Background: an optimization exercise with open tools, aiming at small area. Do not read the settings as production practice. Only simulation tests tie the RTL to the original design; equivalence was not proved.

==> flow/design.v, too long to show whole: its modules and the start of the top module <==
// module weight_lut: 668 lines
// module wl_a211oi: 3 lines
// module wl_a21oi: 3 lines
// module wl_a221oi: 3 lines
// module wl_a22oi: 3 lines
// module wl_a311oi: 3 lines
// module wl_a31o: 3 lines
// module wl_a31oi: 3 lines
// module wl_a32oi: 3 lines
// module wl_a41oi: 3 lines
// module wl_clkinv: 3 lines
// module wl_nand2: 3 lines
// module wl_nand3: 3 lines
// module wl_nand4: 3 lines
// module wl_nor2: 3 lines
// module wl_nor3: 3 lines
// module wl_o2111ai: 3 lines
// module wl_o211ai: 3 lines
// module wl_o21a: 3 lines
// module wl_o21ai: 3 lines
// module wl_o221ai: 3 lines
// module wl_o22ai: 3 lines
// module wl_o311ai: 3 lines
// module wl_o31ai: 3 lines
// module hdr_fa: 11 lines
// module hdr_ha: 10 lines
// module hdr_d1step: 24 lines
// module hdr_nrstep: 27 lines
// module HDR_4f: 2307 lines
module HDR_4f
#(
  parameter  C_DATA_WIDTH              = 24
)
(
  input  wire                    reset       ,
  input  wire                    clk         ,
  input  wire                    data_in_VS  ,
  input  wire                    data_in_HS  ,
  input  wire                    data_in_DE  ,
  input  wire [C_DATA_WIDTH-1:0] data_in_B   ,
  input  wire [C_DATA_WIDTH-1:0] data_in_MH  ,
  input  wire [C_DATA_WIDTH-1:0] data_in_ML  ,
  input  wire [C_DATA_WIDTH-1:0] data_in_D   ,
  output wire                    data_out_VS ,
  output wire                    data_out_HS ,
  output wire                    data_out_DE ,
  output wire [C_DATA_WIDTH+5:0] data_out
) ;
  localparam TOTAL_DELAY = 40;
  localparam NCOMP       = 22;
  localparam NDLY        = TOTAL_DELAY - NCOMP;
  genvar gi;
  reg [TOTAL_DELAY-1:0] VS_d;
  reg [TOTAL_DELAY-1:0] HS_d;
  reg [TOTAL_DELAY-1:0] DE_d;
  reg [5:0]             rst_cnt;
  wire                  out_ok = rst_cnt[5] & rst_cnt[3];    
  always @(posedge clk)
  begin
    VS_d <= {VS_d[TOTAL_DELAY-2:0], data_in_VS};
    HS_d <= {HS_d[TOTAL_DELAY-2:0], data_in_HS};
    DE_d <= {DE_d[TOTAL_DELAY-2:0], data_in_DE};
  end
  always @(posedge clk or posedge reset)
  begin
    if (reset)
      rst_cnt <= 6'd0;
    else if (!out_ok)
      rst_cnt <= rst_cnt + 6'd1;
  end
  assign data_out_VS = VS_d[TOTAL_DELAY-1] | ~out_ok;
  assign data_out_HS = HS_d[TOTAL_DELAY-1] | ~out_ok;
  assign data_out_DE = DE_d[TOTAL_DELAY-1] &  out_ok;
  reg [95:0] ch_1;
  always @(posedge clk)
    ch_1 <= {data_in_B, data_in_MH, data_in_ML, data_in_D};
  wire [9:0]  s_B  = ch_1[95:88] + ch_1[87:80] + ch_1[79:72];
  wire [9:0]  s_MH = ch_1[71:64] + ch_1[63:56] + ch_1[55:48];
  wire [9:0]  s_ML = ch_1[47:40] + ch_1[39:32] + ch_1[31:24];
  wire [9:0]  s_D  = ch_1[23:16] + ch_1[15:8]  + ch_1[7:0];
  wire [7:0]  wl_B, wl_MH, wl_ML, wl_D;
  weight_lut u_lut_B  (.s(s_B ), .w(wl_B ));
  // ...
==> flow/run.sh <==
#!/bin/bash
# synth_recipe.tcl (not shown) runs the flow's synth.tcl, then flattens the netlist and writes it again
# the make line also repeats each setting of config.mk as NAME=value (left out here)
make -C /OpenROAD-flow-scripts/flow DESIGN_CONFIG=/design/flow/config.mk WORK_HOME=/design/flow/orfs CLKGATE_MAP_FILE= SYNTH_SCRIPT=/design/flow/synth_recipe.tcl finish
==> flow/config.mk <==
export PLATFORM = sky130hd
export DESIGN_NAME = HDR_4f
export DESIGN_NICKNAME = HDR_4f
export VERILOG_FILES = /design/flow/design.v
export SDC_FILE = /design/flow/constraint.sdc
export NUM_CORES = 4
export LEC_CHECK = 0
export CAP_MARGIN = 20
export CORE_MARGIN = 2
export CORE_UTILIZATION = 40
export CTS_CLUSTER_DIAMETER = 60
export CTS_CLUSTER_SIZE = 32
export PLACE_DENSITY = 0.6
export SLEW_MARGIN = 20
export SYNTH_HIERARCHICAL = 1
export SYNTH_MINIMUM_KEEP_SIZE = 0
==> flow/constraint.sdc <==
create_clock -name core_clock -period 5.0 [get_ports {clk}]
set_input_delay 1.0000 -clock core_clock [delete_from_list [all_inputs] [get_ports {clk}]]
set_output_delay 1.0000 -clock core_clock [all_outputs]
set_load 0.01 [all_outputs]
==> results.yml, run 1 <==
placement:
  place_ws_ns: -0.01654
routing:
  avgRoutedWirePerCell_um: 20.95
  dr.max_layer_used: "met5"
  met3_length_um: 16560
final_layout:
  final_nets: 10817
  n_fill_cell: 23447
  instances_no_fill: 12485
  multiInputGateArea_um2: 55380
  nNonClkInverters: 725
  nClkBuffers: 143
clock_tree:
  cts_buffers: 133
  cts_resized: 2
  htreeDepth: 4
  cts_root_buf: "clkbuf_16"
  cts_tree: "built"
  cts_buffer_depth: 3
global_route:
  use_met2_pct: 31.97
  grt_pass1_vias: 67408
  antenna_found_initial: 7
  grt_max_degree: 37
floorplan:
  initial_core_util_pct: 40.19
  die_x_um: 514.6
  num_rows: 187
sta:
  holdWs_ns: 0.2858
  max_freq_mhz: 205.6
  maxSlewViolCount: 0
  min_period_ns: 4.865
setup_path:
  end_kind: "register"
  crit_path_start: "d1_st[3][88]"
  critPathBufInv: 2
  crit_top_cell: "fa_1"
  cp_max_fo: 5
  cp-start-kind: "register"
min_path:
  whs_endpoint: "VS_d[12]"
run_status:
  status: "no timing/DRC/antenna violations"
==> run 2: changes to the inputs <==
--- a/flow/design.v
+++ b/flow/design.v
@@ -846,23 +846,27 @@
     if (reset)
       rst_cnt <= 6'd0;
     else if (!out_ok)
       rst_cnt <= rst_cnt + 6'd1;
   end
   assign data_out_VS = VS_d[TOTAL_DELAY-1] | ~out_ok;
   assign data_out_HS = HS_d[TOTAL_DELAY-1] | ~out_ok;
   assign data_out_DE = DE_d[TOTAL_DELAY-1] &  out_ok;
-  reg [95:0] ch_1;
+  wire [95:0] ch_in = {data_in_B, data_in_MH, data_in_ML, data_in_D};
+  reg  [95:0] ch_1;
+  reg  [9:0]  s_B, s_MH, s_ML, s_D;
   always @(posedge clk)
-    ch_1 <= {data_in_B, data_in_MH, data_in_ML, data_in_D};
-  wire [9:0]  s_B  = ch_1[95:88] + ch_1[87:80] + ch_1[79:72];
-  wire [9:0]  s_MH = ch_1[71:64] + ch_1[63:56] + ch_1[55:48];
-  wire [9:0]  s_ML = ch_1[47:40] + ch_1[39:32] + ch_1[31:24];
-  wire [9:0]  s_D  = ch_1[23:16] + ch_1[15:8]  + ch_1[7:0];
+  begin
+    ch_1 <= ch_in;
+    s_B  <= ch_in[95:88] + ch_in[87:80] + ch_in[79:72];
+    s_MH <= ch_in[71:64] + ch_in[63:56] + ch_in[55:48];
+    s_ML <= ch_in[47:40] + ch_in[39:32] + ch_in[31:24];
+    s_D  <= ch_in[23:16] + ch_in[15:8]  + ch_in[7:0];
+  end
   wire [7:0]  wl_B, wl_MH, wl_ML, wl_D;
   weight_lut u_lut_B  (.s(s_B ), .w(wl_B ));
   weight_lut u_lut_MH (.s(s_MH), .w(wl_MH));
   weight_lut u_lut_ML (.s(s_ML), .w(wl_ML));
   weight_lut u_lut_D  (.s(s_D ), .w(wl_D ));
   wire ts_n1, ts_n2;
   hdr_ha u_ts_ha3 (.a(s_B[0]), .b(s_MH[0]), .s(ts_n1), .co(ts_n2));
   wire ts_n4, ts_n5;
==> flow/config.mk (replaced) <==
export PLATFORM = sky130hd
export DESIGN_NAME = HDR_4f
export DESIGN_NICKNAME = HDR_4f
export VERILOG_FILES = /design/flow/design.v
export SDC_FILE = /design/flow/constraint.sdc
export NUM_CORES = 4
export LEC_CHECK = 0
export CAP_MARGIN = 20
export CORE_MARGIN = 2
export CORE_UTILIZATION = 40
export CTS_CLUSTER_DIAMETER = 80
export CTS_CLUSTER_SIZE = 26
export PLACE_DENSITY = 0.6
export SLEW_MARGIN = 20
export SYNTH_HIERARCHICAL = 1
export SYNTH_MINIMUM_KEEP_SIZE = 0
==> run 2 against run 1 <==
Fmax hardly changed. Flip-flop and latch count grew 40. Critical path depth up 1. Area after synthesis grew 0.68%.
==> results.yml, run 2 <==
sta:
  timing.final.crit_share_pct: 97.31
  max_freq_mhz: 205.5
  min_period_ns: 4.866
  holdWs_ns: 0.2917
  setup_violations: 0
  timing.slew.headroom_pct: 28.64
  worstMarginPinSlew_ns: 1.066
  fin_tns_setup_ns: 0
  maxSlewViolCount: 0
  fin_skew_ns: 0.06910
  hold_violations: 0
placement:
  dp_hpwl_um: 206700
  gp_congestion: 0.8884
  port_buffers: 133
  dpl.cell_count: 12107
routing:
  drc: 0
  antenna_left: 0
  drtIter0Drc: 4596
  routed_wirelength_um: 263900
  first_pass_iters: 6
  avgRoutedWirePerCell_um: 21.44
  num_vias: 61537
  via_per_inst: 5.000
synth:
  synth_area_um2: 105000
  syn_avg_cell_area_um2: 12.36
  synth_warnings: 7
  syn_inst: 8494
final_layout:
  post-route-util_pct: 44.23
  drive_above_1_share_pct: 13.66
  area_delta_synth_final_pct: 10.29
  layout_common_cells: "2308 x dfxtp_1, 1326 x fa_1, 1117 x nand2_1"
  n_fill_cell: 23926
  regMostFlops: "g_nr.r"
  layout.cells.most_common: "dfxtp_1"
  instances_no_fill: 12308
  final_nets: 10575
  largest_reg_flops: 574
global_route:
  grt_pass1_vias: 67026
  grt_max_degree: 36
  overflow: 0
  antenna_found_initial: 13
  top_usage_layer: "met2"
  met1_usage_pct: 26.88
  grtUsageTotal_pct: 19.94
  grt_pass1_wl_um: 406600
  grt_use_met3_pct: 3.006
  use_met2_pct: 32.48
clock_tree:
  cts_tree: "built"
  cts_root_buf: "clkbuf_16"
  clkLatencyLatePin_ns: 0.82
  clk_pin_slew_ns: 0.09
  cts_sinks: 2320
  cts_buffers: 118
  htreeDepth: 3
  cts_buffer_depth: 3
setup_path:
  end_kind: "register"
  rr_endpoint: "d1_st[3][72]"
  crit_path_start: "d1_st[2][88]"
  cp_max_fo: 5
  timing.rr.start: "d1_st[2][88]"
  reg2reg_depth: 15
  crit_arrival_ns: 5.58
  cp-start-kind: "register"
  worstSetupPathType: "register to register"
  r2r_slack_ns: 0.13
  setup.worst_path.end: "d1_st[3][72]"
  crit_required_ns: 5.71
min_path:
  worstHoldStart: "g_nr[1].cur[44]"
  hp-class: "register to register"
floorplan:
  die_x_um: 516.3
  die-area_um2: 266600
  num_rows: 188
  core_um2: 261800
  initial_core_util_pct: 40.10
  die_height_um: 516.3
  io_pins: 134
job:
  drv_cap: 0
run_status:
  status: "no timing/DRC/antenna violations"
-- run 2: per-stage QoR --
step	area (um^2)	setup WS [ns]
global placement	111400	-0.007875
finish	115800	0.1344
global route	115800	-0.007056
detailed placement	111400	-0.03599
CTS	115500	0.002704
floorplan	105000	0.3293
-- run 2: area by class of cell --
class	instances	area [um^2]	share of cell area (%)
multi-input cells	5240	55100	47.59
flip-flops and latches	2320	46480	40.14
well taps	3515	4398	3.798
repair buffers	325	3098	2.676
clock buffers	126	3014	2.603
inverters	731	2744	2.370
clock inverters	48	945.9	0.8169
diodes	3	7.507	0.006483
-- run 2: critical path: stages, from the launching register on --
cell and delay (ns):
dfxtp_2 0.36, inv_1 0.10, ha_1 0.16, inv_1 0.05, fa_1 0.37, fa_1 0.40, fa_1 0.39, fa_1 0.39
fa_1 0.40, fa_2 0.36, fa_1 0.38, fa_1 0.39, fa_2 0.38, nor2_4 0.13, buf_4 0.15, mux2_2 0.33
-- run 2: timing repair --
item | in CTS | in global routing
pin swaps | 8 | 24
gates cloned | 2 | 12
gates resized for setup | 4 | 58
setup buffers | 3 | 7
hold buffers | 0 | 0
setup endpoints to repair | 38 | 177
-- run 2: worst min-delay path by stage --
stage / end / slack, ns / depth (start not counted)
final: g_nr[1].r[45] / 0.29 / 0
after global routing: rst_cnt[3] / 0.29 / 2
after CTS: rst_cnt[4] / 0.28 / 2
after detailed placement: dly[287] / 0.31 / 0
after global placement: dly[80] / 0.31 / 0
after floorplan: DE_d[10] / 0.31 / 0
-- run 2: layer usage --
metal | vias up | part of all wire, %
met1 | 31224 | 44
met2 | 2159 | 46
met4 | 4 | 4.2
met5 | - | 0.0095
met3 | 578 | 6.0
li1 | 27572 | -

-- separate check: timing with driven ports --
How much do the figures lean on ideal ports? The routed layouts below were timed once more, with nothing changed but the port constraints.
Step 1 (the two cells are an assumption about what drives the block):
set clk [get_ports {clk}]
set_driving_cell -lib_cell sky130_fd_sc_hd__clkbuf_16 $clk
set_driving_cell -lib_cell sky130_fd_sc_hd__buf_2 [delete_from_list [all_inputs] $clk]
Step 2 moves the port delays by t, midway between the first and last clock arrival at a register: inputs arrive t later, outputs are due t later. That takes back most of the time a late clock gives input paths.
Slacks: no drivers / after step 1 / after step 2; pairs: no drivers / after step 1.
run	shift t [ns]	slack for setup (ns)	worst setup path after step 2
run 1	0.886	0.135 / 0.135 / 0.135	register to register
run 2	0.898	0.134 / 0.134 / 0.134	register to register
After both steps setup and hold are still met in every run listed.
